What follows belongs to an exercise in optimizing a design on an open flow for small area, a short achievable clock period and few clock cycles per item; a production flow would make more cautious choices. Only simulation tests tie the RTL to the original design; equivalence was not proved. Power figures rest on the tool's default switching activity, not on a simulated workload.

job 1072:
==> flow/design.v (excerpt) <==
module average #(
    parameter int NOF_BITS = 32
) (
    input  logic                clk,
    input  logic                rst_n,
    input  logic                start,
    input  logic                data_first,
    input  logic                data_last,
    input  logic [NOF_BITS-1:0] data_in,
    output logic [NOF_BITS:0]   data_out,
    output logic                busy,
    output logic                TO,
    output logic                done
);
==> flow/config.mk <==
export PLATFORM = sky130hd
export DESIGN_NAME = average
export DESIGN_NICKNAME = average
export VERILOG_FILES = /design/flow/design.v
export SDC_FILE = /design/flow/constraint.sdc
export NUM_CORES = 4
export LEC_CHECK = 0
export CAP_MARGIN = 20
export CORE_MARGIN = 2
export CORE_UTILIZATION = 40
export CTS_BUF_LIST = sky130_fd_sc_hd__clkbuf_8
export GPL_ROUTABILITY_DRIVEN = 0
export SETUP_SLACK_MARGIN = 3.0
export SLEW_MARGIN = 20
==> flow/constraint.sdc <==
create_clock -name core_clock -period 6.0 [get_ports {clk}]
set_input_delay 1.2000 -clock core_clock [delete_from_list [all_inputs] [get_ports {clk}]]
set_output_delay 1.2000 -clock core_clock [all_outputs]
set_load 0.01 [all_outputs]
standard.sh (not shown) runs the stock make flow with config.mk's settings and CLKGATE_MAP_FILE= SYNTH_SCRIPT=/design/flow/synth_recipe.tcl, a recipe that flattens the netlist after the stock synthesis.
==> flow/flow/run.sh <==
#!/bin/bash
# The standard layout, except that the port buffers are the smallest
# plain buffer (buf_1) rather than the delay buffer buffer_ports picks by
# default; the resizer still upsizes any of them that timing needs.
set -euo pipefail
export BUFFER_PORTS_ARGS="-buffer_cell sky130_fd_sc_hd__buf_1"
bash standard.sh > standard_flow.log 2>&1
Job 1072: full flow OK, the timing, DRC and antenna checks passed
Testbench counts of job 1072, summed over its fixed seeds: cycles 66,598, items 1,600.
Edits applied to the flow inputs when going from job 1072 to job 5515:
==> flow/config.mk <==
export PLATFORM = sky130hd
export DESIGN_NAME = average
export DESIGN_NICKNAME = average
export VERILOG_FILES = /design/flow/design.v
export SDC_FILE = /design/flow/constraint.sdc
export NUM_CORES = 4
export LEC_CHECK = 0
export CAP_MARGIN = 20
export CORE_MARGIN = 2
export CORE_UTILIZATION = 35
export CTS_BUF_LIST = sky130_fd_sc_hd__clkbuf_8
export SETUP_SLACK_MARGIN = 3.0
export SLEW_MARGIN = 20
--- outcome ---
On combined flip-flop and latch cell area, job 1072 and job 5515 are basically level. Critical-path maximum fanout in job 5515 vs job 1072: up 3. Diff job 1072 -> job 5515 | overall power consumption | decrease of 2.5%. Summary — maximum frequency from static timing analysis, job 5515 relative to job 1072: lower, by 2.7%.
Changes in job 7751 relative to job 5515:
-- flow/config.mk --
<<< job 5515, line 8
export CAP_MARGIN = 20
export CORE_MARGIN = 2
export CORE_UTILIZATION = 35
export CTS_BUF_LIST = sky130_fd_sc_hd__clkbuf_8
export SETUP_SLACK_MARGIN = 3.0
export SLEW_MARGIN = 20
>>> job 7751, line 8
export CAP_MARGIN = 20
export CORE_MARGIN = 2
export CORE_UTILIZATION = 40
export CTS_BUF_LIST = sky130_fd_sc_hd__clkbuf_8
export SETUP_SLACK_MARGIN = 3.1
export SLEW_MARGIN = 20
## What came out
Every run in the comparison, job 5515 and job 7751, completed the flow with a clean layout.
Job 7751 against job 5515; final instance area is up by a few percent.
Summary of the comparison: sequential share of power is lower in job 7751, relative to job 5515.
Taking job 5515 as the reference, in job 7751 power higher; endpoint required time on the critical path lower.
> inputs changed (job 7751 -> job 3930)
-- flow/config.mk --
<<< job 7751, line 10
export CORE_UTILIZATION = 40
export CTS_BUF_LIST = sky130_fd_sc_hd__clkbuf_8
export SETUP_SLACK_MARGIN = 3.1
export SLEW_MARGIN = 20
>>> job 3930, line 10
export CORE_UTILIZATION = 40
export CTS_BUF_LIST = sky130_fd_sc_hd__clkbuf_8
export SETUP_SLACK_MARGIN = 3.0
export SLEW_MARGIN = 20
### Flow results
The core of job 3930 is less densely filled than that of job 7751.
Having completed the whole flow, job 3930 delivered a layout that passed the timing, DRC and antenna checks.
Summary of job 3930 over job 7751: cell area after placement did not really move; global-route usage did not really move; maximum number of pins on one net before global-route repair went up.
Of job 7751 and job 3930, the higher final cell area excluding filler cells belongs to job 7751.

separate check: timing with driven ports:
Ports are ideal in the flow. The routed layouts listed here were re-timed in OpenROAD.
Step 1 assumes that a clkbuf_16 drives the clock port and a buf_2 every other input.
Step 2 moves the port delays by t, midway between the first and last clock arrival at a register: inputs arrive t later, outputs are due t later. That takes back most of the time a late clock gives input paths.
Three values: ideal ports, drivers, drivers and shift; two values: the first two.
run	shift t [ns]	slack for setup (ns)	worst register clock-pin slew, ns	worst slew at a driven data input, ns
job 1072	0.483	3.088 / 3.088 / 3.088	0.09 / 0.09	0.04
job 5515	0.493	3.008 / 3.008 / 3.008	0.08 / 0.08	0.04
job 7751	0.479	3.067 / 3.067 / 3.067	0.09 / 0.09	0.04
job 3930	0.483	3.088 / 3.088 / 3.088	0.09 / 0.09	0.04
After both steps setup and hold are still met in every run listed.
